This design comes from an exercise in tuning for small area on the open sky130 flow, not from production work.
Where RTL was checked, it was by simulation tests only, not by an equivalence proof against the original.

==> module tx_fe2, before the edit <==
module tx_fe2(s23, s14, s05, f);
    input [1:0] s23;
    input [1:0] s14;
    input [1:0] s05;
    output [6:0] f;
    assign f = 7'd37 * s23 - 7'd5 * s14 - s05 - 7'd31;
endmodule
clock: 8.0 ns
lec_check: 0
cap_margin: 20
core_margin: 2
core_utilization: 68
slew_margin: 20
synth_hierarchical: 1
standard.sh (not shown) runs the stock make flow with config.mk's settings and CLKGATE_MAP_FILE= SYNTH_SCRIPT=/design/flow/synth_recipe.tcl, a recipe that flattens the netlist after the stock synthesis.
==> flow/flow/run.sh <==
#!/bin/bash
# Layout: the standard ORFS flow (standard.sh), with two changes to how
# the layout is built: the clock tree uses sink clusters of up to 18
# flip-flops and no dummy loads, and the port buffers are the smallest
# buffer cell.  Every tool's output stays in orfs/logs; make's own output
# goes to flow_make.log in this folder.
set -euo pipefail
export CTS_ARGS="-sink_clustering_enable -repair_clock_nets -sink_clustering_size 18 -sink_clustering_max_diameter 50 -buf_list {sky130_fd_sc_hd__clkbuf_8} -dont_use_dummy_load"
export BUFFER_PORTS_ARGS="-buffer_cell sky130_fd_sc_hd__buf_1"
bash standard.sh > flow_make.log 2>&1
The starting point produced a clean layout.
Change:
--- a/flow/design.v
+++ b/flow/design.v
@@ -129,8 +129,39 @@
     input [1:0] s23;
     input [1:0] s14;
     input [1:0] s05;
-    output [6:0] f;
-    assign f = 7'd37 * s23 - 7'd5 * s14 - s05 - 7'd31;
+    output reg [6:0] f;
+    always @* begin
+        case ({s23, s14, s05})
+            6'd0: f = 7'h61;
+            6'd1: f = 7'h60;
+            6'd2: f = 7'h5f;
+            6'd4: f = 7'h5c;
+            6'd5: f = 7'h5b;
+            6'd6: f = 7'h5a;
+            6'd8: f = 7'h57;
+            6'd9: f = 7'h56;
+            6'd10: f = 7'h55;
+            6'd16: f = 7'h06;
+            6'd17: f = 7'h05;
+            6'd18: f = 7'h04;
+            6'd20: f = 7'h01;
+            6'd21: f = 7'h00;
+            6'd22: f = 7'h7f;
+            6'd24: f = 7'h7c;
+            6'd25: f = 7'h7b;
+            6'd26: f = 7'h7a;
+            6'd32: f = 7'h2b;
+            6'd33: f = 7'h2a;
+            6'd34: f = 7'h29;
+            6'd36: f = 7'h26;
+            6'd37: f = 7'h25;
+            6'd38: f = 7'h24;
+            6'd40: f = 7'h21;
+            6'd41: f = 7'h20;
+            6'd42: f = 7'h1f;
+            default: f = 7'h00;
+        endcase
+    end
 endmodule
 module rx(
           clk,
After rerunning: The changed run passed the timing, DRC and antenna checks. Design area is about the same. Critical path depth rises by 1. Core utilization falls by 0.49 points. Hold slack gets better by 0.011 ns. Synthesized area stays flat. Wire length rises slightly. Sequential share of layout area falls by 0.13 points. Count of clock-buffer cells in the layout falls by 2. Global-route usage rises by 0.11 points.
The RTL of the first run of this note was laid out without a check of its function.


## 09-08
Another version of the RTL of dsp (not shown whole).
Size in the first run: ~6100 cells after synthesis, ~300 I/O pins.
==> module ber_sel, before the edit <==
module ber_sel(d, s, y);
    parameter N = 256;
    localparam SB = $clog2(N);
    input [N-1:0] d;
    input [SB-1:0] s;
    output y;
    wire [3:0] oh1 = {s[1:0] == 2'd3, s[1:0] == 2'd2, s[1:0] == 2'd1, s[1:0] == 2'd0};
    wire [3:0] oh2 = {s[3:2] == 2'd3, s[3:2] == 2'd2, s[3:2] == 2'd1, s[3:2] == 2'd0};
    wire [N/4-1:0] l1;
    wire [N/16-1:0] l2;
    genvar i;
    generate
        for (i = 0; i < N / 4; i = i + 1) begin : g_l1
            ber_ao4 m (.d (d[4*i +: 4]), .oh (oh1), .y (l1[i]));
        end
        for (i = 0; i < N / 16; i = i + 1) begin : g_l2
            ber_ao4 m (.d (l1[4*i +: 4]), .oh (oh2), .y (l2[i]));
        end
        if (N == 16) begin : g_one
            assign y = l2[0];
        end
        else begin : g_more
            ber_tree #(.N (N / 16)) t (.d (l2), .s (s[SB-1:4]), .y (y));
        end
    endgenerate
endmodule
clock: 8.0 ns
lec_check: 0
cap_margin: 20
core_margin: 2
core_utilization: 68
slew_margin: 20
synth_hierarchical: 1
Scripts as last shown in full above: flow/flow/run.sh
Edits applied to the flow inputs when going from 09-08 to 02-24:
diff --git a/flow/design.v b/flow/design.v
--- a/flow/design.v
+++ b/flow/design.v
@@ -883,25 +883,15 @@
     input [N-1:0] d;
     input [SB-1:0] s;
     output y;
-    wire [3:0] oh1 = {s[1:0] == 2'd3, s[1:0] == 2'd2, s[1:0] == 2'd1, s[1:0] == 2'd0};
-    wire [3:0] oh2 = {s[3:2] == 2'd3, s[3:2] == 2'd2, s[3:2] == 2'd1, s[3:2] == 2'd0};
+    wire [3:0] oh = {s[1:0] == 2'd3, s[1:0] == 2'd2, s[1:0] == 2'd1, s[1:0] == 2'd0};
     wire [N/4-1:0] l1;
-    wire [N/16-1:0] l2;
     genvar i;
     generate
         for (i = 0; i < N / 4; i = i + 1) begin : g_l1
-            ber_ao4 m (.d (d[4*i +: 4]), .oh (oh1), .y (l1[i]));
-        end
-        for (i = 0; i < N / 16; i = i + 1) begin : g_l2
-            ber_ao4 m (.d (l1[4*i +: 4]), .oh (oh2), .y (l2[i]));
-        end
-        if (N == 16) begin : g_one
-            assign y = l2[0];
-        end
-        else begin : g_more
-            ber_tree #(.N (N / 16)) t (.d (l2), .s (s[SB-1:4]), .y (y));
+            ber_ao4 m (.d (d[4*i +: 4]), .oh (oh), .y (l1[i]));
         end
     endgenerate
+    ber_tree #(.N (N / 4)) t (.d (l1), .s (s[SB-1:2]), .y (y));
 endmodule
 module ber_tree(d, s, y);
     parameter N = 64;
Notes after the runs:
Status: starting density of the core parity (09-08, 02-24)
Between 02-24 and 09-08, the number of antenna violations at the first check in global routing is higher for 09-08.
02-24 has count of inserted antenna diode cells below what 09-08 had.
Going from 09-08 to 02-24, multi-input combinational cell count -72.
For post-layout instance area, 09-08 and 02-24 come out practically identical.
Sequential fraction of the synthesis area: 09-08 vs 02-24 — no meaningful difference

## port drivers added, routing unchanged
The results above use ideal ports. As a check the final layouts listed here were re-extracted and re-timed, cells and wires unchanged.
Step 1, drivers: a clkbuf_16 drives clk and a buf_2 each remaining input, both assumed.
Step 2 also shifts input and output timing later by t, the mid clock arrival at the registers, as if the neighbouring blocks saw the same clock.
Three values: no drivers, after step 1, after step 2; two values: the first two.
run	t, ns	slack for setup (ns)	slew at the worst register clock pin (ns)	worst data-port slew with drivers (ns)
the first run of note 1	0.957	0.276 / 0.276 / 0.276	0.11 / 0.11	0.16
the second run of note 1	0.965	0.334 / 0.334 / 0.334	0.11 / 0.11	0.05
09-08	0.960	0.241 / 0.241 / 0.241	0.11 / 0.11	0.03
02-24	0.957	0.323 / 0.323 / 0.323	0.11 / 0.11	0.04
After both steps every run listed still meets setup and hold.
